Background: an optimization exercise with open tools, aiming at small area, a short achievable clock period and few clock cycles per item. Do not read the settings as production practice. Only simulation tests tie the RTL to the original design; equivalence was not proved.

## flow/design.v (module list and top-level ports; edited modules follow where they fit)
// module Milestone1_convert: 291 lines
// module yt_part: 55 lines
// module pix_sum: 417 lines
// module fir_sum: 146 lines
// module csa_fa: 4 lines
// module csa_ha: 4 lines
module Milestone1_convert (
	input  logic          Clock,
	input  logic          Resetn,
	input  logic          Enable,
	input  logic   [15:0] SRAM_read_data,
	input  logic          redo,
	output logic          SRAM_we_n,
	output logic   [17:0] SRAM_address,
	output logic   [15:0] SRAM_write_data,
	output logic          Finish
);
  // ...
==> flow/run.sh <==
#!/bin/bash
# synth_recipe.tcl (not shown) runs the flow's synth.tcl, then flattens the netlist and writes it again
# the make line also repeats each setting of config.mk as NAME=value (left out here)
make -C /OpenROAD-flow-scripts/flow DESIGN_CONFIG=/design/flow/config.mk WORK_HOME=/design/flow/orfs CLKGATE_MAP_FILE= SYNTH_SCRIPT=/design/flow/synth_recipe.tcl finish
==> flow/config.mk <==
export PLATFORM = sky130hd
export DESIGN_NAME = Milestone1_convert
export DESIGN_NICKNAME = Milestone1_convert
export VERILOG_FILES = /design/flow/design.v
export SDC_FILE = /design/flow/constraint.sdc
export NUM_CORES = 4
export LEC_CHECK = 0
export CAP_MARGIN = 20
export CORE_MARGIN = 2
export CORE_UTILIZATION = 40
export SLEW_MARGIN = 20
export SYNTH_HIERARCHICAL = 1
==> flow/constraint.sdc <==
create_clock -name core_clock -period 14.0 [get_ports {Clock}]
set_input_delay 2.8000 -clock core_clock [delete_from_list [all_inputs] [get_ports {Clock}]]
set_output_delay 2.8000 -clock core_clock [all_outputs]
set_load 0.01 [all_outputs]
==> impl_metrics.csv, run 1 <==
group,metric,value,unit
routing,drc_errors,0,
clocking,post_cts_buffers,0,
timing,tightestPinTransition,1060,ps
setup_path,crit_path_top_delay_cell,"clkdlybuf4s50_1",
finish,final_layout_size_suffix_gt1_frac,0.0781,
finish,multi_input_area_share,0.500,
synthesis,synth_cell_types,88,
grt,grt_first_pass_wirelength,94.2,mm
timing,maxSlewHeadroom,0.290,
min_path,worstHoldStart,"tag_b[1]",
synthesis,synth_cells,2214,
setup_path,path_depth,1,
timing,setup_viol,0,
synthesis,synth_xor_area_frac,0.0400,
clocking,cts.clk_slew.worst_paths,60,ps
outcome,status,"finished clean",
grt,grt_pass1_vias,17000,
placement,place_area,27700,µm²
routing,routedLengthMet1,26.3,mm
floorplanning,nWellTaps,864,
min_path,hold_class,"register to register",
finish,buf_share,0.0206,
clocking,cts_max_path_buffers,3,
finish,area_delta_synth_final,9.46,%
setup_path,cp-end-kind,"output port",
Testbench counts, summed over its fixed seeds: cycles 1,545,808, frames 8.
==> run 2: changes to the inputs <==
==> flow/design.v (replaced) <==
typedef enum logic [3:0] {
	S_TOP_IDLE,
	S_TOP_ENABLE_UART_RX,
	S_TOP_WAIT_UART_RX,
	S_burst_read,
	S_M3_TOP_converting,
	S_M2_TOP_converting,
	S_M1_TOP_converting,
	S_VGA
} TOP_state_type;
typedef enum logic [1:0] {
	S_RXC_IDLE,
	S_RXC_SYNC,
	S_RXC_ASSEMBLE_DATA,
	S_RXC_STOP_BIT
} RX_Controller_state_type;
typedef enum logic [2:0] {
	S_US_IDLE,
	S_US_STRIP_FILE_HEADER_1,
	S_US_STRIP_FILE_HEADER_2,
	S_US_START_FIRST_BYTE_RECEIVE,
	S_US_WRITE_FIRST_BYTE,
	S_US_START_SECOND_BYTE_RECEIVE,
	S_US_WRITE_SECOND_BYTE
} UART_SRAM_state_type;
typedef enum logic [3:0] {
	S_VS_WAIT_NEW_PIXEL_ROW,
	S_VS_NEW_PIXEL_ROW_DELAY_1,
	S_VS_NEW_PIXEL_ROW_DELAY_2,
	S_VS_NEW_PIXEL_ROW_DELAY_3,
	S_VS_NEW_PIXEL_ROW_DELAY_4,
	S_VS_NEW_PIXEL_ROW_DELAY_5,
	S_VS_FETCH_PIXEL_DATA_0,
	S_VS_FETCH_PIXEL_DATA_1,
	S_VS_FETCH_PIXEL_DATA_2,
	S_VS_FETCH_PIXEL_DATA_3
} VGA_SRAM_state_type;
typedef enum logic [5:0] {
	S_M1_convert_IDLE,
	S_M1_convert_Leadin_0,
	S_M1_convert_Leadin_1,
	S_M1_convert_Leadin_2,
	S_M1_convert_Leadin_3,
	S_M1_convert_Leadin_4,
	S_M1_convert_Leadin_5,
	S_M1_convert_Leadin_6,
	S_M1_convert_Leadin_7,
	S_M1_convert_Leadin_8,
	S_M1_convert_Leadin_9,
	S_M1_convert_Leadin_10,
	S_M1_convert_CommonCase_0,
	S_M1_convert_CommonCase_1,
	S_M1_convert_CommonCase_2,
	S_M1_convert_CommonCase_3,
	S_M1_convert_CommonCase_4,
	S_M1_convert_CommonCase_5,
	S_M1_convert_CommonCase_6,
	S_M1_convert_CommonCase_7,
	S_M1_convert_CommonCase_8,
	S_M1_convert_CommonCase_9,
	S_M1_convert_CommonCase_10
} S_M1_convert_state_type;
typedef enum logic [3:0] {
	S_M2_Leadin_CQ,
	S_M2_Leadin_CT,
	S_M2_load_T1,
	S_M2_CommonCase_1,
	S_M2_load_S_prime1,
	S_M2_CommonCase_2,
	S_M2_Leadout_CS,
	S_M2_Leadout_WS,
	S_M2_convert_IDLE
} S_M2_state_type;
typedef enum logic [3:0] {
	S_M3_Leadin,
	S_M3_read_2_leadin,
	S_M3_00_R3W1,
	S_M3_00_R3W1_delay,
	S_M3_10_10_ZeroRun,
	S_M3_wait_Qb_update,
	S_M3_11_fillZero,
	S_M3_wait,
	S_M3_read,
	S_M3_convert_IDLE
} S_M3_state_type;
`timescale 1ns/100ps
`default_nettype none
module Milestone1_convert (
	input  logic          Clock,
	input  logic          Resetn,
	input  logic          Enable,
	input  logic   [15:0] SRAM_read_data,
	input  logic          redo,
	output logic          SRAM_we_n,
	output logic   [17:0] SRAM_address,
	output logic   [15:0] SRAM_write_data,
	output logic          Finish
);
localparam logic [1:0] T_NONE = 2'd0, T_Y = 2'd1, T_U = 2'd2, T_V = 2'd3;
localparam logic [1:0] K_NONE = 2'd0, K_EVEN = 2'd1, K_ODD = 2'd2, K_HOLD = 2'd3;
localparam logic [2:0] I_NONE = 3'd0, I_HI = 3'd1, I_LO = 3'd2, I_REP = 3'd3, I_PORT = 3'd4;
logic        run;           
logic [3:0]  nph;           
logic [7:0]  nk;            
logic        nlead;         
logic [15:0] y_addr;        
logic [17:0] u_addr;        
logic [17:0] rgb_addr;      
logic [1:0]  tag_a, tag_b, tag_c;    
logic [1:0]  kind_a, kind_b;         
logic        c_even, c_odd, c_hold, c_firv, c_ldv, c_ldu, c_ph2;
logic [2:0]  c_ins_u, c_ins_v;
logic [7:0]  y_lo;                  
logic [7:0]  y_sel;                 
logic [15:0] hu, hv;
logic [7:0]  su [0:5];
logic [7:0]  sv [0:5];
logic [8:0]  up_reg, vp_reg;        
logic [7:0]  b0_save;
function automatic logic [11:0] succ(input logic [3:0] p, input logic [7:0] kk);
	logic [3:0] p2;
	logic [7:0] k2;
	p2 = p + 4'd1;
	k2 = kk;
	if (p == 4'd4) begin
		if (kk == 8'd159) p2 = 4'd5;
		else begin p2 = 4'd0; k2 = kk + 8'd1; end
	end else if (p == 4'd9) begin
		p2 = 4'd0; k2 = 8'd0;
	end
	succ = {p2, k2};
endfunction
function automatic logic [5:0] ins_of(input logic [3:0] p, input logic [7:0] kk);
	logic [2:0] iu, iv;
	iu = I_NONE;
	iv = I_NONE;
	case (p)
	4'd0: begin
		if (kk == 8'd0)        iv = I_PORT;
		else if (kk <= 8'd155) iv = kk[0] ? I_LO : I_HI;
		else if (kk == 8'd159) iv = I_HI;
		else                   iv = I_REP;
	end
	4'd2: begin
		if (kk == 8'd0)        iu = I_PORT;
		else if (kk <= 8'd155) iu = kk[0] ? I_LO : I_HI;
		else if (kk == 8'd159) iu = I_HI;
		else                   iu = I_REP;
		if (kk == 8'd159)      iv = I_REP;
	end
	4'd3: if (kk == 8'd159) begin iu = I_REP; iv = I_REP; end
	4'd4: if (kk == 8'd159) begin iu = I_REP; iv = I_LO; end
	4'd5: iu = I_LO;
	4'd6: iv = I_HI;
	4'd7: begin iu = I_HI; iv = I_LO; end
	4'd8: iu = I_LO;
	default: ;
	endcase
	ins_of = {iu, iv};
endfunction
logic [3:0] nph2;
logic [7:0] nk2;
assign {nph2, nk2} = succ(nph, nk);
logic nlead2;
assign nlead2 = nlead & ~(nph == 4'd9);
logic rd_y, rd_u, rd_v;
always_comb begin
	rd_y = 1'b0; rd_u = 1'b0; rd_v = 1'b0;
	case (nph)
	4'd3: begin
		if (nk <= 8'd153) begin
			if (nk[0]) rd_u = 1'b1;
			else       rd_v = (nk <= 8'd152);
		end else if (nk == 8'd155 || nk == 8'd159) rd_v = 1'b1;
		else if (nk == 8'd156) rd_u = 1'b1;
	end
	4'd4: begin
		if (nk == 8'd159) rd_u = 1'b1;
		else              rd_y = ~nlead;
	end
	4'd8: rd_v = 1'b1;
	4'd9: rd_y = 1'b1;
	4'd0: rd_u = (nk == 8'd0);
	default: ;
	endcase
end
logic wr;    
assign wr = (kind_b != K_NONE);
always_ff @(posedge Clock) begin
	SRAM_we_n <= ~(run && wr);
end
always_ff @(posedge Clock or negedge Resetn) begin
	if (!Resetn) begin
		run       <= 1'b0;
		Finish    <= 1'b0;
	end else begin
		if (run) begin
			if (nph == 4'd7 && y_addr == 16'd38400) begin
				run    <= 1'b0;
				Finish <= 1'b1;
			end
		end else if (Finish) begin
			if (redo) Finish <= 1'b0;
		end else if (Enable) begin
			run <= 1'b1;
		end
	end
end
logic [17:0] v_addr;
assign v_addr = {u_addr[17:8] + 10'd75, u_addr[7:0]};    
always_ff @(posedge Clock) begin
	tag_b  <= tag_a;
	tag_c  <= tag_b;
	kind_b <= kind_a;
	if (!run) begin
		nph      <= 4'd4;
		nk       <= 8'd155;
		nlead    <= 1'b1;
		y_addr   <= 16'd0;
		u_addr   <= 18'd38400;
		rgb_addr <= 18'd146944;
		SRAM_address <= 18'd57600;
		tag_a    <= (Enable && !Finish) ? T_V : T_NONE;
		kind_a   <= K_NONE;
		kind_b   <= K_NONE;
		c_even <= 1'b0; c_odd <= 1'b0; c_hold <= 1'b0; c_firv <= 1'b0;
		c_ldv  <= 1'b0; c_ldu <= 1'b0; c_ph2  <= 1'b0;
		c_ins_u <= I_NONE; c_ins_v <= I_NONE;
	end else begin
		nph   <= nph2;
		nk    <= nk2;
		nlead <= nlead2;
		c_even <= (nph == 4'd2);
		c_odd  <= (nph == 4'd3);
		c_hold <= (nph == 4'd4);
		c_firv <= (nph == 4'd4) || (nph == 4'd9);
		c_ldv  <= (nph == 4'd1);
		c_ldu  <= (nph == 4'd2);
		c_ph2  <= (nph == 4'd2);
		{c_ins_u, c_ins_v} <= ins_of(nph, nk);
		kind_a <= K_NONE;
		if (!nlead) begin
			if (c_even)      kind_a <= K_EVEN;
			else if (c_odd)  kind_a <= K_ODD;
			else if (c_hold) kind_a <= K_HOLD;
		end
		tag_a <= T_NONE;
		if (rd_y) begin
			SRAM_address <= {2'd0, y_addr};
			y_addr <= y_addr + 16'd1;
			tag_a  <= T_Y;
		end
		if (rd_u) begin
			SRAM_address <= u_addr;
			u_addr <= u_addr + 18'd1;
			tag_a  <= T_U;
		end
		if (rd_v) begin
			SRAM_address <= v_addr;
			tag_a  <= T_V;
		end
		if (wr) begin
			SRAM_address <= rgb_addr;
			rgb_addr <= rgb_addr + 18'd1;
		end
	end
end
always_ff @(posedge Clock) begin
	if (tag_c == T_Y) y_lo <= SRAM_read_data[7:0];
	if (tag_c == T_U) hu   <= SRAM_read_data;
	if (tag_c == T_V) hv   <= SRAM_read_data;
	if (tag_c == T_Y)  y_sel <= SRAM_read_data[15:8];
	else if (c_ph2)    y_sel <= y_lo;
end
function automatic logic [7:0] ins_val(input logic [2:0] sel, input logic [15:0] h,
                                       input logic [7:0] last, input logic [7:0] port);
	case (sel)
	I_HI:    ins_val = h[15:8];
	I_LO:    ins_val = h[7:0];
	I_PORT:  ins_val = port;
	default: ins_val = last;
	endcase
endfunction
always_ff @(posedge Clock) begin
	if (c_ins_u != I_NONE) begin
		su[0] <= su[1]; su[1] <= su[2]; su[2] <= su[3];
		su[3] <= su[4]; su[4] <= su[5];
		su[5] <= ins_val(c_ins_u, hu, su[5], SRAM_read_data[15:8]);
	end
	if (c_ins_v != I_NONE) begin
		sv[0] <= sv[1]; sv[1] <= sv[2]; sv[2] <= sv[3];
		sv[3] <= sv[4]; sv[4] <= sv[5];
		sv[5] <= ins_val(c_ins_v, hv, sv[5], SRAM_read_data[15:8]);
	end
end
logic [7:0]  ta, tb, tc, td, te, tf;
assign ta = c_firv ? sv[0] : su[0];
assign tb = c_firv ? sv[1] : su[1];
assign tc = c_firv ? sv[2] : su[2];
assign td = c_firv ? sv[3] : su[3];
assign te = c_firv ? sv[4] : su[4];
assign tf = c_firv ? sv[5] : su[5];
logic [8:0]  t_af, t_be, t_cd;
assign t_af = {1'b0, ta} + {1'b0, tf};
assign t_be = {1'b0, tb} + {1'b0, te};
assign t_cd = {1'b0, tc} + {1'b0, td};
logic [8:0]  f_p1, f_np2, f_p3, f_np3;
always_ff @(posedge Clock) begin
	f_p1  <= t_af;
	f_np2 <= ~t_be;
	f_p3  <= t_cd;
	f_np3 <= ~t_cd;
end
logic [8:0] fm_h, g_h;
logic       fm_c, g_c;
fir_sum u_fir (.p1(f_p1), .np2(f_np2), .p3(f_p3), .np3(f_np3), .hi(fm_h), .c(fm_c));
always_ff @(posedge Clock) begin
	g_h <= fm_h;
	g_c <= fm_c;
end
logic [8:0] fw;
assign fw = g_h + {8'd0, g_c};
always_ff @(posedge Clock) begin
	if (c_ldv) vp_reg <= fw;
	if (c_ldu) up_reg <= fw;
end
logic [8:0]  su9, sv9;
assign su9 = c_even ? {su[2][7], ~su[2][7], su[2][6:0]} : up_reg;
assign sv9 = c_even ? {sv[1][7], ~sv[1][7], sv[1][6:0]} : vp_reg;
logic [13:0] yl_m;
logic        yc_m;
logic [10:0] yh_m;
yt_part u_yt (.y(y_sel), .lo(yl_m), .c(yc_m), .hi(yh_m));
logic [13:0] p_ytl;
logic        p_ytc;
logic [10:0] p_yth;
logic [8:0]  p_u, p_v;
logic [10:0] p_u3, p_v3;
always_ff @(posedge Clock) begin
	p_ytl <= yl_m;
	p_ytc <= yc_m;
	p_yth <= yh_m;
	p_u   <= su9;
	p_u3  <= {2'd0, su9} + {1'b0, su9, 1'b0};
	p_v   <= sv9;
	p_v3  <= {2'd0, sv9} + {1'b0, sv9, 1'b0};
end
logic [10:0] q_ra, q_rb, q_ga, q_gb, q_ba, q_bb;
logic        q_rc, q_gc, q_bc;
logic [10:0] m_ra, m_rb, m_ga, m_gb, m_ba, m_bb;
logic        m_rc, m_gc, m_bc;
pix_sum u_pix (.ytl(p_ytl), .ytc(p_ytc), .yth(p_yth),
	.pu(p_u), .pu3(p_u3), .pv(p_v), .pv3(p_v3),
	.ra(m_ra), .rb(m_rb), .rc(m_rc), .ga(m_ga), .gb(m_gb), .gc(m_gc),
	.ba(m_ba), .bb(m_bb), .bc(m_bc));
always_ff @(posedge Clock) begin
	q_ra <= m_ra; q_rb <= m_rb; q_rc <= m_rc;
	q_ga <= m_ga; q_gb <= m_gb; q_gc <= m_gc;
	q_ba <= m_ba; q_bb <= m_bb; q_bc <= m_bc;
end
function automatic logic [7:0] clip(input logic [10:0] s);
	clip = s[10] ? 8'd0 : (|s[9:8]) ? 8'd255 : s[7:0];
endfunction
logic [10:0] s_r, s_g, s_b;
assign s_r = q_ra + q_rb + {10'd0, q_rc};
assign s_g = q_ga + q_gb + {10'd0, q_gc};
assign s_b = q_ba + q_bb + {10'd0, q_bc};
logic [7:0] r8, g8, b8;
assign r8 = clip(s_r);
assign g8 = clip(s_g);
assign b8 = clip(s_b);
always_ff @(posedge Clock) begin
	case (kind_b)
	K_EVEN:  SRAM_write_data <= {r8, g8};
	K_ODD:   SRAM_write_data <= {b0_save, r8};
	default: SRAM_write_data <= {g8, b8};
	endcase
	if (kind_b == K_EVEN) b0_save <= b8;
end
endmodule
module yt_part(input wire [7:0] y, output wire [13:0] lo, output wire c, output wire [10:0] hi);
wire [7:0] ny = ~y;
wire yp_1, yp_2;
csa_ha yp_1_h (.a(ny[0]), .b(y[3]), .s(yp_1), .co(yp_2));
wire yp_3, yp_4;
csa_ha yp_3_h (.a(ny[1]), .b(y[4]), .s(yp_3), .co(yp_4));
wire yp_5, yp_6;
csa_ha yp_5_h (.a(ny[2]), .b(y[5]), .s(yp_5), .co(yp_6));
wire yp_7, yp_8;
csa_ha yp_7_h (.a(ny[0]), .b(y[2]), .s(yp_7), .co(yp_8));
wire yp_9, yp_10;
csa_fa yp_9_f (.a(ny[1]), .b(y[3]), .c(y[5]), .s(yp_9), .co(yp_10));
wire yp_11, yp_12;
csa_fa yp_11_f (.a(ny[2]), .b(y[4]), .c(y[6]), .s(yp_11), .co(yp_12));
wire yp_13, yp_14;
csa_fa yp_13_f (.a(y[5]), .b(y[7]), .c(y[2]), .s(yp_13), .co(yp_14));
wire yp_15, yp_16;
csa_fa yp_15_f (.a(y[6]), .b(y[0]), .c(yp_3), .s(yp_15), .co(yp_16));
wire yp_17, yp_18;
csa_fa yp_17_f (.a(y[7]), .b(y[1]), .c(yp_5), .s(yp_17), .co(yp_18));
wire yp_19, yp_20;
csa_fa yp_19_f (.a(ny[3]), .b(y[6]), .c(y[2]), .s(yp_19), .co(yp_20));
wire yp_21, yp_22;
csa_ha yp_21_h (.a(ny[4]), .b(y[7]), .s(yp_21), .co(yp_22));
wire yp_23, yp_24;
csa_ha yp_23_h (.a(ny[0]), .b(y[2]), .s(yp_23), .co(yp_24));
wire yp_25, yp_26;
csa_fa yp_25_f (.a(ny[1]), .b(y[3]), .c(y[0]), .s(yp_25), .co(yp_26));
wire yp_27, yp_28;
csa_fa yp_27_f (.a(y[4]), .b(y[1]), .c(yp_7), .s(yp_27), .co(yp_28));
wire yp_29, yp_30;
csa_fa yp_29_f (.a(y[0]), .b(yp_9), .c(yp_8), .s(yp_29), .co(yp_30));
wire yp_31, yp_32;
csa_fa yp_31_f (.a(y[1]), .b(yp_11), .c(yp_10), .s(yp_31), .co(yp_32));
wire yp_33, yp_34;
csa_fa yp_33_f (.a(yp_1), .b(yp_13), .c(yp_12), .s(yp_33), .co(yp_34));
wire yp_35, yp_36;
csa_fa yp_35_f (.a(yp_2), .b(yp_15), .c(yp_14), .s(yp_35), .co(yp_36));
wire yp_37, yp_38;
csa_fa yp_37_f (.a(yp_4), .b(yp_17), .c(yp_16), .s(yp_37), .co(yp_38));
wire yp_39, yp_40;
csa_fa yp_39_f (.a(yp_6), .b(yp_19), .c(yp_18), .s(yp_39), .co(yp_40));
wire yp_41, yp_42;
csa_fa yp_41_f (.a(y[3]), .b(yp_21), .c(yp_20), .s(yp_41), .co(yp_42));
wire yp_43, yp_44;
csa_fa yp_43_f (.a(ny[5]), .b(y[4]), .c(yp_22), .s(yp_43), .co(yp_44));
wire yp_45, yp_46;
csa_ha yp_45_h (.a(ny[6]), .b(y[5]), .s(yp_45), .co(yp_46));
wire yp_47, yp_48;
csa_ha yp_47_h (.a(ny[7]), .b(y[6]), .s(yp_47), .co(yp_48));
wire [14:0] yp_lo = {1'b0, {yp_31, yp_29, yp_27, yp_25, y[1], ny[1], y[0], ny[6], ny[5], ny[4], ny[3], ny[2], ny[1], y[0]}} + {1'b0, {yp_30, yp_28, yp_26, yp_24, yp_23, 1'b0, ny[7], 1'b0, 1'b0, 1'b0, 1'b0, 1'b0, ny[0], 1'b0}};
assign lo = yp_lo[13:0];
assign c = yp_lo[14];
assign hi = {ny[7], ny[7], ny[7], yp_47, yp_45, yp_43, yp_41, yp_39, yp_37, yp_35, yp_33} + {1'b0, 1'b0, yp_48, yp_46, yp_44, yp_42, yp_40, yp_38, yp_36, yp_34, yp_32};
endmodule
module pix_sum(input wire [13:0] ytl, input wire ytc, input wire [10:0] yth,
  input wire [8:0] pu, input wire [10:0] pu3, input wire [8:0] pv, input wire [10:0] pv3,
  output wire [10:0] ra, output wire [10:0] rb, output wire rc,
  output wire [10:0] ga, output wire [10:0] gb, output wire gc,
  output wire [10:0] ba, output wire [10:0] bb, output wire bc);
wire [0:0] ytc_v = ytc;
wire [8:0] npu = ~pu;
wire [10:0] npu3 = ~pu3;
wire [8:0] npv = ~pv;
wire [10:0] npv3 = ~pv3;
wire sr_1, sr_2;
csa_ha sr_1_h (.a(ytl[5]), .b(pv3[7]), .s(sr_1), .co(sr_2));
wire sr_3, sr_4;
csa_ha sr_3_h (.a(ytl[6]), .b(npv3[8]), .s(sr_3), .co(sr_4));
wire sr_5, sr_6;
csa_fa sr_5_f (.a(ytl[7]), .b(pv3[9]), .c(pv[5]), .s(sr_5), .co(sr_6));
wire sr_7, sr_8;
csa_ha sr_7_h (.a(ytl[8]), .b(npv3[10]), .s(sr_7), .co(sr_8));
wire sr_9, sr_10;
csa_fa sr_9_f (.a(ytl[9]), .b(npv[7]), .c(pv[4]), .s(sr_9), .co(sr_10));
wire sr_11, sr_12;
csa_fa sr_11_f (.a(ytl[10]), .b(pv[8]), .c(pv[5]), .s(sr_11), .co(sr_12));
wire sr_13, sr_14;
csa_ha sr_13_h (.a(ytl[13]), .b(npv[8]), .s(sr_13), .co(sr_14));
wire sr_15, sr_16;
csa_fa sr_15_f (.a(yth[0]), .b(ytc_v[0]), .c(pv3[5]), .s(sr_15), .co(sr_16));
wire sr_17, sr_18;
csa_ha sr_17_h (.a(pv[3]), .b(pv[0]), .s(sr_17), .co(sr_18));
wire sr_19, sr_20;
csa_fa sr_19_f (.a(pv[4]), .b(pv[1]), .c(sr_3), .s(sr_19), .co(sr_20));
wire sr_21, sr_22;
csa_fa sr_21_f (.a(pv[2]), .b(pv3[8]), .c(sr_5), .s(sr_21), .co(sr_22));
wire sr_23, sr_24;
csa_fa sr_23_f (.a(pv[6]), .b(pv[3]), .c(sr_7), .s(sr_23), .co(sr_24));
wire sr_25, sr_26;
csa_fa sr_25_f (.a(pv3[0]), .b(pv3[10]), .c(sr_9), .s(sr_25), .co(sr_26));
wire sr_27, sr_28;
csa_fa sr_27_f (.a(pv3[1]), .b(pv[7]), .c(sr_11), .s(sr_27), .co(sr_28));
wire sr_29, sr_30;
csa_fa sr_29_f (.a(ytl[11]), .b(pv[6]), .c(pv3[2]), .s(sr_29), .co(sr_30));
wire sr_31, sr_32;
csa_ha sr_31_h (.a(ytl[12]), .b(npv[7]), .s(sr_31), .co(sr_32));
wire sr_33, sr_34;
csa_fa sr_33_f (.a(pv3[4]), .b(pv3[0]), .c(pv[7]), .s(sr_33), .co(sr_34));
wire sr_35, sr_36;
csa_fa sr_35_f (.a(pv3[1]), .b(pv[8]), .c(sr_15), .s(sr_35), .co(sr_36));
wire sr_37, sr_38;
csa_fa sr_37_f (.a(yth[1]), .b(pv3[6]), .c(pv3[2]), .s(sr_37), .co(sr_38));
wire sr_39, sr_40;
csa_ha sr_39_h (.a(yth[2]), .b(npv3[7]), .s(sr_39), .co(sr_40));
wire sr_41, sr_42;
csa_fa sr_41_f (.a(yth[3]), .b(pv3[8]), .c(pv3[4]), .s(sr_41), .co(sr_42));
wire sr_43, sr_44;
csa_ha sr_43_h (.a(yth[4]), .b(npv3[9]), .s(sr_43), .co(sr_44));
wire sr_45, sr_46;
csa_fa sr_45_f (.a(yth[5]), .b(pv3[10]), .c(pv3[6]), .s(sr_45), .co(sr_46));
wire sr_47, sr_48;
csa_ha sr_47_h (.a(ytl[2]), .b(pv3[4]), .s(sr_47), .co(sr_48));
wire sr_49, sr_50;
csa_fa sr_49_f (.a(ytl[3]), .b(pv3[5]), .c(pv[1]), .s(sr_49), .co(sr_50));
wire sr_51, sr_52;
csa_fa sr_51_f (.a(ytl[4]), .b(npv3[6]), .c(pv[2]), .s(sr_51), .co(sr_52));
wire sr_53, sr_54;
csa_fa sr_53_f (.a(pv3[6]), .b(sr_1), .c(sr_17), .s(sr_53), .co(sr_54));
wire sr_55, sr_56;
csa_fa sr_55_f (.a(sr_2), .b(sr_19), .c(sr_18), .s(sr_55), .co(sr_56));
wire sr_57, sr_58;
csa_fa sr_57_f (.a(sr_4), .b(sr_21), .c(sr_20), .s(sr_57), .co(sr_58));
wire sr_59, sr_60;
csa_fa sr_59_f (.a(sr_6), .b(sr_23), .c(sr_22), .s(sr_59), .co(sr_60));
wire sr_61, sr_62;
csa_fa sr_61_f (.a(sr_8), .b(sr_25), .c(sr_24), .s(sr_61), .co(sr_62));
wire sr_63, sr_64;
csa_fa sr_63_f (.a(sr_10), .b(sr_27), .c(sr_26), .s(sr_63), .co(sr_64));
wire sr_65, sr_66;
csa_fa sr_65_f (.a(sr_12), .b(sr_29), .c(sr_28), .s(sr_65), .co(sr_66));
wire sr_67, sr_68;
csa_fa sr_67_f (.a(pv3[3]), .b(sr_31), .c(sr_30), .s(sr_67), .co(sr_68));
wire sr_69, sr_70;
csa_fa sr_69_f (.a(sr_13), .b(sr_33), .c(sr_32), .s(sr_69), .co(sr_70));
wire sr_71, sr_72;
csa_fa sr_71_f (.a(sr_14), .b(sr_35), .c(sr_34), .s(sr_71), .co(sr_72));
wire sr_73, sr_74;
csa_fa sr_73_f (.a(sr_16), .b(sr_37), .c(sr_36), .s(sr_73), .co(sr_74));
wire sr_75, sr_76;
csa_fa sr_75_f (.a(pv3[3]), .b(sr_39), .c(sr_38), .s(sr_75), .co(sr_76));
wire sr_77, sr_78;
csa_fa sr_77_f (.a(pv3[7]), .b(sr_41), .c(sr_40), .s(sr_77), .co(sr_78));
wire sr_79, sr_80;
csa_fa sr_79_f (.a(pv3[5]), .b(sr_43), .c(sr_42), .s(sr_79), .co(sr_80));
wire sr_81, sr_82;
csa_fa sr_81_f (.a(pv3[9]), .b(sr_45), .c(sr_44), .s(sr_81), .co(sr_82));
wire sr_83, sr_84;
csa_fa sr_83_f (.a(yth[6]), .b(npv3[7]), .c(sr_46), .s(sr_83), .co(sr_84));
wire sr_85, sr_86;
csa_fa sr_85_f (.a(yth[7]), .b(pv3[8]), .c(pv3[7]), .s(sr_85), .co(sr_86));
wire sr_87, sr_88;
csa_ha sr_87_h (.a(yth[8]), .b(pv3[9]), .s(sr_87), .co(sr_88));
wire sr_89, sr_90;
csa_ha sr_89_h (.a(yth[9]), .b(npv3[10]), .s(sr_89), .co(sr_90));
wire sr_91, sr_92;
csa_ha sr_91_h (.a(yth[10]), .b(npv3[10]), .s(sr_91), .co(sr_92));
wire [16:0] r_lo = {1'b0, {sr_69, sr_67, sr_65, sr_63, sr_61, sr_59, sr_57, sr_55, sr_53, sr_51, sr_49, pv[0], ytl[1], ytl[0], pv3[1], pv3[0]}} + {1'b0, {sr_68, sr_66, sr_64, sr_62, sr_60, sr_58, sr_56, sr_54, sr_52, sr_50, sr_48, sr_47, pv3[3], pv3[2], 1'b0, 1'b0}};
assign ra = {sr_91, sr_89, sr_87, sr_85, sr_83, sr_81, sr_79, sr_77, sr_75, sr_73, sr_71};
assign rb = {sr_90, sr_88, sr_86, sr_84, sr_82, sr_80, sr_78, sr_76, sr_74, sr_72, sr_70};
assign rc = r_lo[16];
wire sg_1, sg_2;
csa_ha sg_1_h (.a(yth[0]), .b(ytc_v[0]), .s(sg_1), .co(sg_2));
wire sg_3, sg_4;
csa_ha sg_3_h (.a(yth[1]), .b(npu[7]), .s(sg_3), .co(sg_4));
wire sg_5, sg_6;
csa_ha sg_5_h (.a(ytl[4]), .b(pu3[3]), .s(sg_5), .co(sg_6));
wire sg_7, sg_8;
csa_fa sg_7_f (.a(ytl[5]), .b(npu3[4]), .c(npv[7]), .s(sg_7), .co(sg_8));
wire sg_9, sg_10;
csa_ha sg_9_h (.a(ytl[6]), .b(pu3[5]), .s(sg_9), .co(sg_10));
wire sg_11, sg_12;
csa_ha sg_11_h (.a(ytl[7]), .b(pu3[6]), .s(sg_11), .co(sg_12));
wire sg_13, sg_14;
csa_fa sg_13_f (.a(ytl[8]), .b(npu3[7]), .c(npu[0]), .s(sg_13), .co(sg_14));
wire sg_15, sg_16;
csa_ha sg_15_h (.a(ytl[9]), .b(pu3[8]), .s(sg_15), .co(sg_16));
wire sg_17, sg_18;
csa_fa sg_17_f (.a(ytl[10]), .b(npu3[9]), .c(npu[2]), .s(sg_17), .co(sg_18));
wire sg_19, sg_20;
csa_ha sg_19_h (.a(npv[7]), .b(npv[0]), .s(sg_19), .co(sg_20));
wire sg_21, sg_22;
csa_fa sg_21_f (.a(ytl[11]), .b(npu3[10]), .c(npu[3]), .s(sg_21), .co(sg_22));
wire sg_23, sg_24;
csa_fa sg_23_f (.a(npu3[0]), .b(npv[8]), .c(npv[1]), .s(sg_23), .co(sg_24));
wire sg_25, sg_26;
csa_fa sg_25_f (.a(ytl[12]), .b(npu[4]), .c(npu3[1]), .s(sg_25), .co(sg_26));
wire sg_27, sg_28;
csa_ha sg_27_h (.a(npv[2]), .b(npv3[0]), .s(sg_27), .co(sg_28));
wire sg_29, sg_30;
csa_fa sg_29_f (.a(ytl[13]), .b(pu[5]), .c(npu3[2]), .s(sg_29), .co(sg_30));
wire sg_31, sg_32;
csa_ha sg_31_h (.a(npv[3]), .b(npv3[1]), .s(sg_31), .co(sg_32));
wire sg_33, sg_34;
csa_fa sg_33_f (.a(pu[6]), .b(npu3[3]), .c(npv[4]), .s(sg_33), .co(sg_34));
wire sg_35, sg_36;
csa_fa sg_35_f (.a(npv3[2]), .b(npu[5]), .c(sg_1), .s(sg_35), .co(sg_36));
wire sg_37, sg_38;
csa_fa sg_37_f (.a(npu3[4]), .b(npv[5]), .c(npv3[3]), .s(sg_37), .co(sg_38));
wire sg_39, sg_40;
csa_fa sg_39_f (.a(npu[6]), .b(sg_3), .c(sg_2), .s(sg_39), .co(sg_40));
wire sg_41, sg_42;
csa_fa sg_41_f (.a(yth[2]), .b(npu[8]), .c(npu3[5]), .s(sg_41), .co(sg_42));
wire sg_43, sg_44;
csa_fa sg_43_f (.a(npv[6]), .b(npv3[4]), .c(sg_4), .s(sg_43), .co(sg_44));
wire sg_45, sg_46;
csa_fa sg_45_f (.a(yth[3]), .b(pu3[6]), .c(npv[7]), .s(sg_45), .co(sg_46));
wire sg_47, sg_48;
csa_fa sg_47_f (.a(yth[4]), .b(pu3[7]), .c(npv[8]), .s(sg_47), .co(sg_48));
wire sg_49, sg_50;
csa_ha sg_49_h (.a(yth[5]), .b(pu3[8]), .s(sg_49), .co(sg_50));
wire sg_51, sg_52;
csa_ha sg_51_h (.a(yth[6]), .b(pu3[9]), .s(sg_51), .co(sg_52));
wire sg_53, sg_54;
csa_ha sg_53_h (.a(yth[7]), .b(pu3[10]), .s(sg_53), .co(sg_54));
wire sg_55, sg_56;
csa_ha sg_55_h (.a(ytl[2]), .b(npu3[1]), .s(sg_55), .co(sg_56));
wire sg_57, sg_58;
csa_fa sg_57_f (.a(ytl[3]), .b(pu3[2]), .c(npv[5]), .s(sg_57), .co(sg_58));
wire sg_59, sg_60;
csa_fa sg_59_f (.a(npv[6]), .b(npv[1]), .c(npu3[2]), .s(sg_59), .co(sg_60));
wire sg_61, sg_62;
csa_fa sg_61_f (.a(npv[2]), .b(npu3[3]), .c(sg_7), .s(sg_61), .co(sg_62));
wire sg_63, sg_64;
csa_fa sg_63_f (.a(npv[8]), .b(npv[3]), .c(sg_9), .s(sg_63), .co(sg_64));
wire sg_65, sg_66;
csa_fa sg_65_f (.a(npv[4]), .b(npu3[5]), .c(sg_11), .s(sg_65), .co(sg_66));
wire sg_67, sg_68;
csa_fa sg_67_f (.a(npv[5]), .b(npu3[6]), .c(sg_13), .s(sg_67), .co(sg_68));
wire sg_69, sg_70;
csa_fa sg_69_f (.a(npu[1]), .b(npv[6]), .c(sg_15), .s(sg_69), .co(sg_70));
wire sg_71, sg_72;
csa_fa sg_71_f (.a(npu3[8]), .b(sg_17), .c(sg_19), .s(sg_71), .co(sg_72));
wire sg_73, sg_74;
csa_fa sg_73_f (.a(sg_21), .b(sg_23), .c(sg_18), .s(sg_73), .co(sg_74));
wire sg_75, sg_76;
csa_fa sg_75_f (.a(sg_25), .b(sg_27), .c(sg_22), .s(sg_75), .co(sg_76));
wire sg_77, sg_78;
csa_fa sg_77_f (.a(sg_29), .b(sg_31), .c(sg_26), .s(sg_77), .co(sg_78));
wire sg_79, sg_80;
csa_fa sg_79_f (.a(sg_33), .b(sg_35), .c(sg_30), .s(sg_79), .co(sg_80));
wire sg_81, sg_82;
csa_fa sg_81_f (.a(sg_37), .b(sg_39), .c(sg_34), .s(sg_81), .co(sg_82));
wire sg_83, sg_84;
csa_fa sg_83_f (.a(sg_41), .b(sg_43), .c(sg_38), .s(sg_83), .co(sg_84));
wire sg_85, sg_86;
csa_fa sg_85_f (.a(npv3[5]), .b(sg_45), .c(sg_42), .s(sg_85), .co(sg_86));
wire sg_87, sg_88;
csa_fa sg_87_f (.a(npv3[6]), .b(npu3[6]), .c(sg_47), .s(sg_87), .co(sg_88));
wire sg_89, sg_90;
csa_fa sg_89_f (.a(npv3[7]), .b(npu3[7]), .c(sg_49), .s(sg_89), .co(sg_90));
wire sg_91, sg_92;
csa_fa sg_91_f (.a(npv3[8]), .b(npu3[8]), .c(sg_51), .s(sg_91), .co(sg_92));
wire sg_93, sg_94;
csa_fa sg_93_f (.a(npv3[9]), .b(npu3[9]), .c(sg_53), .s(sg_93), .co(sg_94));
wire sg_95, sg_96;
csa_fa sg_95_f (.a(yth[8]), .b(pv3[10]), .c(npu3[10]), .s(sg_95), .co(sg_96));
wire sg_97, sg_98;
csa_ha sg_97_h (.a(ytl[1]), .b(pu3[0]), .s(sg_97), .co(sg_98));
wire sg_99, sg_100;
csa_fa sg_99_f (.a(npv[4]), .b(npu3[0]), .c(sg_55), .s(sg_99), .co(sg_100));
wire sg_101, sg_102;
csa_fa sg_101_f (.a(npv[0]), .b(sg_57), .c(sg_56), .s(sg_101), .co(sg_102));
wire sg_103, sg_104;
csa_fa sg_103_f (.a(sg_5), .b(sg_59), .c(sg_58), .s(sg_103), .co(sg_104));
wire sg_105, sg_106;
csa_fa sg_105_f (.a(sg_6), .b(sg_61), .c(sg_60), .s(sg_105), .co(sg_106));
wire sg_107, sg_108;
csa_fa sg_107_f (.a(sg_8), .b(sg_63), .c(sg_62), .s(sg_107), .co(sg_108));
wire sg_109, sg_110;
csa_fa sg_109_f (.a(sg_10), .b(sg_65), .c(sg_64), .s(sg_109), .co(sg_110));
wire sg_111, sg_112;
csa_fa sg_111_f (.a(sg_12), .b(sg_67), .c(sg_66), .s(sg_111), .co(sg_112));
wire sg_113, sg_114;
csa_fa sg_113_f (.a(sg_14), .b(sg_69), .c(sg_68), .s(sg_113), .co(sg_114));
wire sg_115, sg_116;
csa_fa sg_115_f (.a(sg_16), .b(sg_71), .c(sg_70), .s(sg_115), .co(sg_116));
wire sg_117, sg_118;
csa_fa sg_117_f (.a(sg_20), .b(sg_73), .c(sg_72), .s(sg_117), .co(sg_118));
wire sg_119, sg_120;
csa_fa sg_119_f (.a(sg_24), .b(sg_75), .c(sg_74), .s(sg_119), .co(sg_120));
wire sg_121, sg_122;
csa_fa sg_121_f (.a(sg_28), .b(sg_77), .c(sg_76), .s(sg_121), .co(sg_122));
wire sg_123, sg_124;
csa_fa sg_123_f (.a(sg_32), .b(sg_79), .c(sg_78), .s(sg_123), .co(sg_124));
wire sg_125, sg_126;
csa_fa sg_125_f (.a(sg_36), .b(sg_81), .c(sg_80), .s(sg_125), .co(sg_126));
wire sg_127, sg_128;
csa_fa sg_127_f (.a(sg_40), .b(sg_83), .c(sg_82), .s(sg_127), .co(sg_128));
wire sg_129, sg_130;
csa_fa sg_129_f (.a(sg_44), .b(sg_85), .c(sg_84), .s(sg_129), .co(sg_130));
wire sg_131, sg_132;
csa_fa sg_131_f (.a(sg_46), .b(sg_87), .c(sg_86), .s(sg_131), .co(sg_132));
wire sg_133, sg_134;
csa_fa sg_133_f (.a(sg_48), .b(sg_89), .c(sg_88), .s(sg_133), .co(sg_134));
wire sg_135, sg_136;
csa_fa sg_135_f (.a(sg_50), .b(sg_91), .c(sg_90), .s(sg_135), .co(sg_136));
wire sg_137, sg_138;
csa_fa sg_137_f (.a(sg_52), .b(sg_93), .c(sg_92), .s(sg_137), .co(sg_138));
wire sg_139, sg_140;
csa_fa sg_139_f (.a(sg_54), .b(sg_95), .c(sg_94), .s(sg_139), .co(sg_140));
wire sg_141, sg_142;
csa_fa sg_141_f (.a(yth[9]), .b(npv3[10]), .c(sg_96), .s(sg_141), .co(sg_142));
wire [16:0] g_lo = {1'b0, {sg_121, sg_119, sg_117, sg_115, sg_113, sg_111, sg_109, sg_107, sg_105, sg_103, sg_101, sg_99, npv[3], ytl[0], npv[1], pv[0]}} + {1'b0, {sg_120, sg_118, sg_116, sg_114, sg_112, sg_110, sg_108, sg_106, sg_104, sg_102, sg_100, sg_98, sg_97, npv[2], npv[0], 1'b0}};
assign ga = {~yth[10], sg_141, sg_139, sg_137, sg_135, sg_133, sg_131, sg_129, sg_127, sg_125, sg_123};
assign gb = {sg_142, sg_140, sg_138, sg_136, sg_134, sg_132, sg_130, sg_128, sg_126, sg_124, sg_122};
assign gc = g_lo[16];
wire sb_1, sb_2;
csa_ha sb_1_h (.a(ytl[5]), .b(pu3[7]), .s(sb_1), .co(sb_2));
wire sb_3, sb_4;
csa_ha sb_3_h (.a(ytl[6]), .b(npu3[8]), .s(sb_3), .co(sb_4));
wire sb_5, sb_6;
csa_fa sb_5_f (.a(ytl[7]), .b(pu3[9]), .c(pu3[6]), .s(sb_5), .co(sb_6));
wire sb_7, sb_8;
csa_fa sb_7_f (.a(ytl[8]), .b(npu3[10]), .c(pu3[7]), .s(sb_7), .co(sb_8));
wire sb_9, sb_10;
csa_fa sb_9_f (.a(ytl[9]), .b(pu3[8]), .c(pu[4]), .s(sb_9), .co(sb_10));
wire sb_11, sb_12;
csa_ha sb_11_h (.a(ytl[10]), .b(pu3[9]), .s(sb_11), .co(sb_12));
wire sb_13, sb_14;
csa_ha sb_13_h (.a(ytl[11]), .b(pu3[10]), .s(sb_13), .co(sb_14));
wire sb_15, sb_16;
csa_ha sb_15_h (.a(pu3[4]), .b(pu[0]), .s(sb_15), .co(sb_16));
wire sb_17, sb_18;
csa_fa sb_17_f (.a(pu3[5]), .b(pu[1]), .c(sb_3), .s(sb_17), .co(sb_18));
wire sb_19, sb_20;
csa_fa sb_19_f (.a(pu[2]), .b(pu3[8]), .c(sb_5), .s(sb_19), .co(sb_20));
wire sb_21, sb_22;
csa_fa sb_21_f (.a(pu[3]), .b(pu[0]), .c(sb_7), .s(sb_21), .co(sb_22));
wire sb_23, sb_24;
csa_fa sb_23_f (.a(pu[1]), .b(pu3[10]), .c(sb_9), .s(sb_23), .co(sb_24));
wire sb_25, sb_26;
csa_fa sb_25_f (.a(pu[5]), .b(pu[2]), .c(sb_11), .s(sb_25), .co(sb_26));
wire sb_27, sb_28;
csa_fa sb_27_f (.a(pu[6]), .b(pu[3]), .c(sb_13), .s(sb_27), .co(sb_28));
wire sb_29, sb_30;
csa_fa sb_29_f (.a(ytl[12]), .b(npu[7]), .c(pu[4]), .s(sb_29), .co(sb_30));
wire sb_31, sb_32;
csa_fa sb_31_f (.a(ytl[13]), .b(npu[8]), .c(pu[5]), .s(sb_31), .co(sb_32));
wire sb_33, sb_34;
csa_fa sb_33_f (.a(yth[0]), .b(ytc_v[0]), .c(pu[6]), .s(sb_33), .co(sb_34));
wire sb_35, sb_36;
csa_ha sb_35_h (.a(yth[1]), .b(pu[7]), .s(sb_35), .co(sb_36));
wire sb_37, sb_38;
csa_ha sb_37_h (.a(yth[2]), .b(pu[8]), .s(sb_37), .co(sb_38));
wire sb_39, sb_40;
csa_ha sb_39_h (.a(ytl[1]), .b(pu3[3]), .s(sb_39), .co(sb_40));
wire sb_41, sb_42;
csa_fa sb_41_f (.a(ytl[2]), .b(pu3[4]), .c(pu3[1]), .s(sb_41), .co(sb_42));
wire sb_43, sb_44;
csa_fa sb_43_f (.a(ytl[3]), .b(pu3[5]), .c(pu3[2]), .s(sb_43), .co(sb_44));
wire sb_45, sb_46;
csa_fa sb_45_f (.a(ytl[4]), .b(npu3[6]), .c(pu3[3]), .s(sb_45), .co(sb_46));
wire sb_47, sb_48;
csa_fa sb_47_f (.a(pu3[6]), .b(sb_1), .c(sb_15), .s(sb_47), .co(sb_48));
wire sb_49, sb_50;
csa_fa sb_49_f (.a(sb_2), .b(sb_17), .c(sb_16), .s(sb_49), .co(sb_50));
wire sb_51, sb_52;
csa_fa sb_51_f (.a(sb_4), .b(sb_19), .c(sb_18), .s(sb_51), .co(sb_52));
wire sb_53, sb_54;
csa_fa sb_53_f (.a(sb_6), .b(sb_21), .c(sb_20), .s(sb_53), .co(sb_54));
wire sb_55, sb_56;
csa_fa sb_55_f (.a(sb_8), .b(sb_23), .c(sb_22), .s(sb_55), .co(sb_56));
wire sb_57, sb_58;
csa_fa sb_57_f (.a(sb_10), .b(sb_25), .c(sb_24), .s(sb_57), .co(sb_58));
wire sb_59, sb_60;
csa_fa sb_59_f (.a(sb_12), .b(sb_27), .c(sb_26), .s(sb_59), .co(sb_60));
wire sb_61, sb_62;
csa_fa sb_61_f (.a(sb_14), .b(sb_29), .c(sb_28), .s(sb_61), .co(sb_62));
wire sb_63, sb_64;
csa_fa sb_63_f (.a(pu[7]), .b(sb_31), .c(sb_30), .s(sb_63), .co(sb_64));
wire sb_65, sb_66;
csa_fa sb_65_f (.a(pu[8]), .b(sb_33), .c(sb_32), .s(sb_65), .co(sb_66));
wire sb_67, sb_68;
csa_fa sb_67_f (.a(pu[0]), .b(sb_35), .c(sb_34), .s(sb_67), .co(sb_68));
wire sb_69, sb_70;
csa_fa sb_69_f (.a(pu[1]), .b(sb_37), .c(sb_36), .s(sb_69), .co(sb_70));
wire sb_71, sb_72;
csa_fa sb_71_f (.a(yth[3]), .b(npu[2]), .c(sb_38), .s(sb_71), .co(sb_72));
wire sb_73, sb_74;
csa_fa sb_73_f (.a(yth[4]), .b(pu[3]), .c(pu[2]), .s(sb_73), .co(sb_74));
wire sb_75, sb_76;
csa_ha sb_75_h (.a(yth[5]), .b(npu[4]), .s(sb_75), .co(sb_76));
wire sb_77, sb_78;
csa_fa sb_77_f (.a(yth[6]), .b(npu[5]), .c(pu[4]), .s(sb_77), .co(sb_78));
wire sb_79, sb_80;
csa_fa sb_79_f (.a(yth[7]), .b(npu[6]), .c(pu[5]), .s(sb_79), .co(sb_80));
wire sb_81, sb_82;
csa_fa sb_81_f (.a(yth[8]), .b(npu[7]), .c(pu[6]), .s(sb_81), .co(sb_82));
wire sb_83, sb_84;
csa_fa sb_83_f (.a(yth[9]), .b(pu[8]), .c(pu[7]), .s(sb_83), .co(sb_84));
wire [16:0] b_lo = {1'b0, {sb_63, sb_61, sb_59, sb_57, sb_55, sb_53, sb_51, sb_49, sb_47, sb_45, sb_43, sb_41, pu3[0], ytl[0], pu3[1], pu3[0]}} + {1'b0, {sb_62, sb_60, sb_58, sb_56, sb_54, sb_52, sb_50, sb_48, sb_46, sb_44, sb_42, sb_40, sb_39, pu3[2], 1'b0, 1'b0}};
assign ba = {~yth[10], sb_83, sb_81, sb_79, sb_77, sb_75, sb_73, sb_71, sb_69, sb_67, sb_65};
assign bb = {sb_84, sb_82, sb_80, sb_78, sb_76, sb_74, sb_72, sb_70, sb_68, sb_66, sb_64};
assign bc = b_lo[16];
endmodule
module fir_sum(input wire [8:0] p1, input wire [8:0] np2, input wire [8:0] p3, input wire [8:0] np3,
  output wire [8:0] hi, output wire c);
wire fi_1, fi_2;
csa_ha fi_1_h (.a(p1[8]), .b(p1[6]), .s(fi_1), .co(fi_2));
wire fi_3, fi_4;
csa_fa fi_3_f (.a(p1[5]), .b(p1[3]), .c(p1[1]), .s(fi_3), .co(fi_4));
wire fi_5, fi_6;
csa_ha fi_5_h (.a(np2[3]), .b(np2[1]), .s(fi_5), .co(fi_6));
wire fi_7, fi_8;
csa_fa fi_7_f (.a(p1[6]), .b(p1[4]), .c(p1[2]), .s(fi_7), .co(fi_8));
wire fi_9, fi_10;
csa_fa fi_9_f (.a(np2[4]), .b(np2[2]), .c(np2[1]), .s(fi_9), .co(fi_10));
wire fi_11, fi_12;
csa_ha fi_11_h (.a(p3[1]), .b(np3[6]), .s(fi_11), .co(fi_12));
wire fi_13, fi_14;
csa_fa fi_13_f (.a(p1[7]), .b(p1[5]), .c(p1[3]), .s(fi_13), .co(fi_14));
wire fi_15, fi_16;
csa_fa fi_15_f (.a(np2[5]), .b(np2[3]), .c(np2[2]), .s(fi_15), .co(fi_16));
wire fi_17, fi_18;
csa_fa fi_17_f (.a(np3[0]), .b(p3[2]), .c(np3[7]), .s(fi_17), .co(fi_18));
wire fi_19, fi_20;
csa_fa fi_19_f (.a(p1[4]), .b(np2[6]), .c(np2[4]), .s(fi_19), .co(fi_20));
wire fi_21, fi_22;
csa_fa fi_21_f (.a(np2[3]), .b(p3[1]), .c(p3[3]), .s(fi_21), .co(fi_22));
wire fi_23, fi_24;
csa_fa fi_23_f (.a(np3[8]), .b(p3[0]), .c(fi_1), .s(fi_23), .co(fi_24));
wire fi_25, fi_26;
csa_fa fi_25_f (.a(p1[7]), .b(p1[5]), .c(np2[7]), .s(fi_25), .co(fi_26));
wire fi_27, fi_28;
csa_fa fi_27_f (.a(np2[5]), .b(np2[4]), .c(np3[2]), .s(fi_27), .co(fi_28));
wire fi_29, fi_30;
csa_ha fi_29_h (.a(p3[4]), .b(fi_2), .s(fi_29), .co(fi_30));
wire fi_31, fi_32;
csa_fa fi_31_f (.a(p1[8]), .b(p1[6]), .c(np2[8]), .s(fi_31), .co(fi_32));
wire fi_33, fi_34;
csa_fa fi_33_f (.a(np2[6]), .b(np2[5]), .c(np3[3]), .s(fi_33), .co(fi_34));
wire fi_35, fi_36;
csa_ha fi_35_h (.a(p3[5]), .b(p3[2]), .s(fi_35), .co(fi_36));
wire fi_37, fi_38;
csa_fa fi_37_f (.a(p1[7]), .b(np2[7]), .c(np2[6]), .s(fi_37), .co(fi_38));
wire fi_39, fi_40;
csa_ha fi_39_h (.a(p3[4]), .b(p3[6]), .s(fi_39), .co(fi_40));
wire fi_41, fi_42;
csa_ha fi_41_h (.a(p1[8]), .b(np2[8]), .s(fi_41), .co(fi_42));
wire fi_43, fi_44;
csa_ha fi_43_h (.a(p1[3]), .b(p1[1]), .s(fi_43), .co(fi_44));
wire fi_45, fi_46;
csa_fa fi_45_f (.a(p1[4]), .b(p1[2]), .c(p1[0]), .s(fi_45), .co(fi_46));
wire fi_47, fi_48;
csa_ha fi_47_h (.a(np2[2]), .b(np2[0]), .s(fi_47), .co(fi_48));
wire fi_49, fi_50;
csa_fa fi_49_f (.a(np2[0]), .b(np3[0]), .c(np3[5]), .s(fi_49), .co(fi_50));
wire fi_51, fi_52;
csa_fa fi_51_f (.a(np3[4]), .b(fi_3), .c(fi_5), .s(fi_51), .co(fi_52));
wire fi_53, fi_54;
csa_fa fi_53_f (.a(p3[0]), .b(fi_7), .c(fi_9), .s(fi_53), .co(fi_54));
wire fi_55, fi_56;
csa_fa fi_55_f (.a(fi_11), .b(fi_4), .c(fi_6), .s(fi_55), .co(fi_56));
wire fi_57, fi_58;
csa_fa fi_57_f (.a(fi_13), .b(fi_15), .c(fi_17), .s(fi_57), .co(fi_58));
wire fi_59, fi_60;
csa_fa fi_59_f (.a(fi_8), .b(fi_10), .c(fi_12), .s(fi_59), .co(fi_60));
wire fi_61, fi_62;
csa_fa fi_61_f (.a(fi_19), .b(fi_21), .c(fi_23), .s(fi_61), .co(fi_62));
wire fi_63, fi_64;
csa_fa fi_63_f (.a(fi_14), .b(fi_16), .c(fi_18), .s(fi_63), .co(fi_64));
wire fi_65, fi_66;
csa_fa fi_65_f (.a(fi_25), .b(fi_27), .c(fi_29), .s(fi_65), .co(fi_66));
wire fi_67, fi_68;
csa_fa fi_67_f (.a(fi_20), .b(fi_22), .c(fi_24), .s(fi_67), .co(fi_68));
wire fi_69, fi_70;
csa_fa fi_69_f (.a(fi_31), .b(fi_33), .c(fi_35), .s(fi_69), .co(fi_70));
wire fi_71, fi_72;
csa_fa fi_71_f (.a(fi_26), .b(fi_28), .c(fi_30), .s(fi_71), .co(fi_72));
wire fi_73, fi_74;
csa_fa fi_73_f (.a(p3[3]), .b(fi_37), .c(fi_39), .s(fi_73), .co(fi_74));
wire fi_75, fi_76;
csa_fa fi_75_f (.a(fi_32), .b(fi_34), .c(fi_36), .s(fi_75), .co(fi_76));
wire fi_77, fi_78;
csa_fa fi_77_f (.a(np2[7]), .b(np3[5]), .c(p3[7]), .s(fi_77), .co(fi_78));
wire fi_79, fi_80;
csa_fa fi_79_f (.a(fi_41), .b(fi_38), .c(fi_40), .s(fi_79), .co(fi_80));
wire fi_81, fi_82;
csa_fa fi_81_f (.a(np2[8]), .b(p3[6]), .c(p3[8]), .s(fi_81), .co(fi_82));
wire fi_83, fi_84;
csa_ha fi_83_h (.a(p3[5]), .b(fi_42), .s(fi_83), .co(fi_84));
wire fi_85, fi_86;
csa_ha fi_85_h (.a(p1[2]), .b(p1[0]), .s(fi_85), .co(fi_86));
wire fi_87, fi_88;
csa_fa fi_87_f (.a(np2[1]), .b(np3[3]), .c(np3[2]), .s(fi_87), .co(fi_88));
wire fi_89, fi_90;
csa_fa fi_89_f (.a(p3[4]), .b(fi_45), .c(fi_47), .s(fi_89), .co(fi_90));
wire fi_91, fi_92;
csa_fa fi_91_f (.a(fi_49), .b(fi_51), .c(fi_46), .s(fi_91), .co(fi_92));
wire fi_93, fi_94;
csa_fa fi_93_f (.a(fi_53), .b(fi_55), .c(fi_50), .s(fi_93), .co(fi_94));
wire fi_95, fi_96;
csa_fa fi_95_f (.a(fi_57), .b(fi_59), .c(fi_54), .s(fi_95), .co(fi_96));
wire fi_97, fi_98;
csa_fa fi_97_f (.a(fi_61), .b(fi_63), .c(fi_58), .s(fi_97), .co(fi_98));
wire fi_99, fi_100;
csa_fa fi_99_f (.a(fi_65), .b(fi_67), .c(fi_62), .s(fi_99), .co(fi_100));
wire fi_101, fi_102;
csa_fa fi_101_f (.a(fi_69), .b(fi_71), .c(fi_66), .s(fi_101), .co(fi_102));
wire fi_103, fi_104;
csa_fa fi_103_f (.a(fi_73), .b(fi_75), .c(fi_70), .s(fi_103), .co(fi_104));
wire fi_105, fi_106;
csa_fa fi_105_f (.a(fi_77), .b(fi_79), .c(fi_74), .s(fi_105), .co(fi_106));
wire fi_107, fi_108;
csa_fa fi_107_f (.a(fi_81), .b(fi_83), .c(fi_78), .s(fi_107), .co(fi_108));
wire fi_109, fi_110;
csa_ha fi_109_h (.a(p3[7]), .b(fi_82), .s(fi_109), .co(fi_110));
wire fi_111, fi_112;
csa_ha fi_111_h (.a(p1[1]), .b(np3[1]), .s(fi_111), .co(fi_112));
wire fi_113, fi_114;
csa_fa fi_113_f (.a(np2[0]), .b(p3[2]), .c(fi_85), .s(fi_113), .co(fi_114));
wire fi_115, fi_116;
csa_fa fi_115_f (.a(fi_43), .b(fi_87), .c(fi_86), .s(fi_115), .co(fi_116));
wire fi_117, fi_118;
csa_fa fi_117_f (.a(fi_44), .b(fi_89), .c(fi_88), .s(fi_117), .co(fi_118));
wire fi_119, fi_120;
csa_fa fi_119_f (.a(fi_48), .b(fi_91), .c(fi_90), .s(fi_119), .co(fi_120));
wire fi_121, fi_122;
csa_fa fi_121_f (.a(fi_52), .b(fi_93), .c(fi_92), .s(fi_121), .co(fi_122));
wire fi_123, fi_124;
csa_fa fi_123_f (.a(fi_56), .b(fi_95), .c(fi_94), .s(fi_123), .co(fi_124));
wire fi_125, fi_126;
csa_fa fi_125_f (.a(fi_60), .b(fi_97), .c(fi_96), .s(fi_125), .co(fi_126));
wire fi_127, fi_128;
csa_fa fi_127_f (.a(fi_64), .b(fi_99), .c(fi_98), .s(fi_127), .co(fi_128));
wire fi_129, fi_130;
csa_fa fi_129_f (.a(fi_68), .b(fi_101), .c(fi_100), .s(fi_129), .co(fi_130));
wire fi_131, fi_132;
csa_fa fi_131_f (.a(fi_72), .b(fi_103), .c(fi_102), .s(fi_131), .co(fi_132));
wire fi_133, fi_134;
csa_fa fi_133_f (.a(fi_76), .b(fi_105), .c(fi_104), .s(fi_133), .co(fi_134));
wire fi_135, fi_136;
csa_fa fi_135_f (.a(fi_80), .b(fi_107), .c(fi_106), .s(fi_135), .co(fi_136));
wire fi_137, fi_138;
csa_fa fi_137_f (.a(fi_84), .b(fi_109), .c(fi_108), .s(fi_137), .co(fi_138));
wire fi_139, fi_140;
csa_ha fi_139_h (.a(p3[8]), .b(fi_110), .s(fi_139), .co(fi_140));
wire [8:0] fi_lo = {1'b0, {fi_123, fi_121, fi_119, fi_117, fi_115, fi_113, np3[0], p1[0]}} + {1'b0, {fi_122, fi_120, fi_118, fi_116, fi_114, fi_112, fi_111, p3[0]}};
assign hi = {fi_140, fi_139, fi_137, fi_135, fi_133, fi_131, fi_129, fi_127, fi_125} + {1'b0, fi_138, fi_136, fi_134, fi_132, fi_130, fi_128, fi_126, fi_124};
assign c = fi_lo[8];
endmodule
module csa_fa(input wire a, input wire b, input wire c, output wire s, output wire co);
assign s = a ^ b ^ c;
assign co = (a & b) | (a & c) | (b & c);
endmodule
module csa_ha(input wire a, input wire b, output wire s, output wire co);
assign s = a ^ b;
assign co = a & b;
endmodule
==> flow/flow/run.sh (new file) <==
#!/bin/bash
# Standard ORFS layout (standard.sh) with two changes in how it is made:
#  - the port buffers are buf_4 cells instead of the buffer ORFS picks
#  - timing repair aims at a setup margin below the design's clock period
# The SDC, clock period and I/O constraints are the standard flow's, unchanged.
set -euo pipefail
bash standard.sh SETUP_SLACK_MARGIN=10.0 "BUFFER_PORTS_ARGS=-buffer_cell sky130_fd_sc_hd__buf_4" finish > orfs_make.log 2>&1
==> flow/standard.sh (new file) <==
#!/bin/bash
# synth_recipe.tcl (not shown) runs the flow's synth.tcl, then flattens the netlist and writes it again
# the make line also repeats each setting of config.mk as NAME=value (left out here)
make -C /OpenROAD-flow-scripts/flow DESIGN_CONFIG=/design/flow/config.mk WORK_HOME=/design/flow/orfs CLKGATE_MAP_FILE= SYNTH_SCRIPT=/design/flow/synth_recipe.tcl "${@:-finish}"
removed: flow/run.sh
==> run 2 against run 1 <==
Maximum frequency increased by 12%. Setup slack gained 490 ps. Global-route usage about the same. Utilization about the same. Final area down 0.55%. Synthesized cell count rose by 0.18%. Critical endpoint is now Finish.
==> impl_metrics.csv, run 2 <==
group,metric,value,unit
outcome,status,"finished clean",
setup_path,reg2reg_depth,11,
timing,maxSlewHeadroom,0.328,
min_path,hold_class,"register to register",
floorplanning,core,65600,µm²
grt,grt_pass1_vias,16900,
min_path,hold_end,"tag_b[1]",
timing,finalHoldViolCount,0,
setup_path,critPathTopFamily,"flip-flops",
finish,fin_area,29100,µm²
grt,grt-busiest-layer,"met2",
grt,grt_max_degree,107,
floorplanning,die_w,261,µm
setup_path,startpoint_type,"register",
grt,groute.layer.met3.usage,0.0266,
synthesis,synth.most_common_cell,"dfxtp_1",
setup_path,cp.required,11200,ps
min_path,worstHoldStart,"tag_a[1]",
timing,skew,17.4,ps
grt,grt.overflow.total,0,
setup_path,worst-path-buf-inv,1,
routing,postRouteAntennaNets,0,
placement,hpwl,45.0,mm
timing,setup_viol,0,
setup_path,cp-end-kind,"output port",
min_path,hold_depth,0,
floorplanning,die-height,261,µm
setup_path,reg2reg_to,"g_h[8]",
setup_path,cp_max_fo,3,
routing,viasPerCell,5.16,
synthesis,yosysTopAreaCell,"dfxtp_1",
clocking,cts_max_level,2,
clocking,numCtsBuffers,52,
timing,rsz0062_at_grt,"false",
setup_path,reg2reg_slack,10170,ps
setup_path,crit_chain,"buf_4",
clocking,cts_tree,"yes",
grt,grt_use_met1,0.241,
timing,period_share,0.281,
floorplanning,io_pins,56,
synthesis,synth_cells,2218,
routing,post_drt_wl_per_cell,18.6,µm
setup_path,criticalPathCategory,"register to output port",
setup_path,worstReg2RegStart,"f_p1[8]",
synthesis,synth_top_area_frac,0.227,
timing,fin_crit,3930,ps
finish,mostFrequentLayoutCell,"dfxtp_1",
floorplanning,rows,94,
grt,antenna_found_initial,1,
finish,nNetsFinal,2670,
synthesis,synth-edff-count,170,
timing,fin_setup_tns,0,ps
clocking,clock_latency,600,ps
finish,final_layout_size_suffix_gt1_frac,0.117,
finish,area_delta_synth_final,10.0,%
routing,drtIter0Drc,932,
floorplanning,design.die.area,68200,µm²
synthesis,syn_area_per_cell,11.9,µm²
clocking,clkSinkCount,472,
timing,fmax,254,MHz
grt,grt_first_pass_wirelength,92.8,mm
grt,met2_usage,0.286,
timing,tightestPinTransition,1010,ps
synthesis,ys_warn_count,9,
setup_path,crit_path_top_delay_cell,"dfrtp_1",
synthesis,ys.flop_type,"dfxtp_1",
setup_path,slowest_delay,390,ps
placement,place_congestion,0.871,
placement,io_buffers,55,
clocking,cts.clk_slew.worst_paths,60,ps
synthesis,syn_nets,2668,
synthesis,ys_top_cells_by_count,"dfxtp_1, ha_1, fa_1, edfxtp_1, inv_1",
synthesis,synth-seq-cells,472,
synthesis,synth_area,26500,µm²
routing,dr.pass1.iters,5,
routing,wirelength,58.3,mm
placement,place_area,27300,µm²
routing,drc_errors,0,
timing,maxSlewViolCount,0,
synthesis,synth_cell_types,86,
routing,vias,16200,
synthesis,yosysSeqAreaShare,0.422,
grt,grtUsageTotal,0.174,
clocking,cts_max_path_buffers,3,
clocking,cts_hold_buf,0,
synthesis,synthArstFlopShare,0.00424,
floorplanning,initial_core_util,0.403,
clocking,cts_root_buf,"clkbuf_16",
job,max_cap_violations,0,
finish,antenna_cells,0,
finish,top_regs,"su: 48 flops, sv: 48 flops",
finish,mostFrequentLayoutCells,"dfxtp_1, ha_1, fa_1",
synthesis,synth.area.top_cells,"dfxtp_1, edfxtp_1, fa_1",
setup_path,cp.arrival,1130,ps
## run 2: cell types whose count changed after synthesis, sizes merged, moves of 9 or more
| cell | delta |
|---|---|
| mux2 | +12 |
| o21ai | -10 |
| fa | -47 |
| inv | +32 |
| a21o | +16 |
| and2 | +33 |
| o22ai | -10 |
| dfxtp | +12 |
| xnor2 | +17 |
| a31o | +9 |
| nor2 | -50 |
| mux2i | -11 |
## run 2: how the worst max path moves through the flow
stage	cells after the start	end	from	slack, ps
finish	1	Finish	Finish	10070
floorplan	11	g_h[8]	f_p1[6]	10080
detailed placement	11	g_h[8]	f_p1[6]	9840
global placement	11	g_h[8]	f_p1[6]	9840
CTS	1	Finish	Finish	10030
global route	1	Finish	Finish	10010
## run 2: logic make-up (layout without fill, tap and decap cells)
logic type / after synthesis / count (layout) / share of synthesized area
xor+xnor: 140 / 140 / 0.0463
simple gates: 422 / 422 / 0.0847
flops: 472 / 472 / 0.422
mux: 83 / 83 / 0.0345
fa+ha+maj: 430 / 430 / 0.263
compound gates: 406 / 406 / 0.101
buf+inv: 265 / 311 / 0.0489
## run 2: stage by stage
step                hold WS, ps   util  std cells  setup slack (ps)
floorplan                   310      -       2218             10080
global placement            319  0.416       3028              9840
detailed placement          319  0.416       3028              9840
CTS                         325  0.443       3126             10030
global route                336  0.444       3128             10010
finish                      327  0.444       3128             10070
## run 2: routing by layer
layer | share of wire | wire (µm)
met1 | 0.47 | 27700
met2 | 0.47 | 27300
met3 | 0.037 | 2150
met4 | 0.020 | 1170
met5 | 0 | 0
## run 2: area by class of cell
| class | count | area (µm²) |
|---|---|---|
| clock buffer | 74 | 1500 |
| clock inverter | 24 | 278 |
| fill | 6124 | 36500 |
| inverter | 145 | 544 |
| multi-input combinational | 1481 | 14000 |
| sequential | 472 | 11200 |
| tap | 864 | 1080 |
| timing repair buffer | 68 | 510 |
## run 2: timing repair
item | CTS | global route
setup endpoints to repair | 2 | 2
buffers inserted | 0 | 2
pin swaps | 1 | 7
gates resized for setup | 4 | 3
hold endpoints to repair | 0 | 0
## run 2: modules after synthesis, one instance, submodules excluded
module,copies in the design,cell area [µm²]
Milestone1_convert,1,19000
csa_fa,196,20.0
csa_ha,57,12.5
fir_sum,1,469
pix_sum,1,1500
yt_part,1,811
Testbench counts of run 2, summed over its fixed seeds: cycles 1,545,808, frames 8.

[static timing again, ports no longer ideal]
No port has a modelled driver above. Below, the same layouts with a new extraction and two added sets of constraints. Step 1 (the two cells are an assumption about what drives the block):
set clk [get_ports {Clock}]
set_driving_cell -lib_cell sky130_fd_sc_hd__clkbuf_16 $clk
set_driving_cell -lib_cell sky130_fd_sc_hd__buf_2 [delete_from_list [all_inputs] $clk]
Step 2 moves the port delays by t, midway between the first and last clock arrival at a register: inputs arrive t later, outputs are due t later. That takes back most of the time a late clock gives input paths. Slacks: no drivers / after step 1 / after step 2; pairs: no drivers / after step 1.
| run | t, ns | setup WS [ns] | worst data-port slew with drivers (ns) |
|---|---|---|---|
| run 1 | 0.643 | 9.577 / 9.516 / 9.820 | 0.06 |
| run 2 | 0.651 | 10.066 / 10.010 / 10.171 | 0.06 |
After both steps every run listed still meets setup and hold.
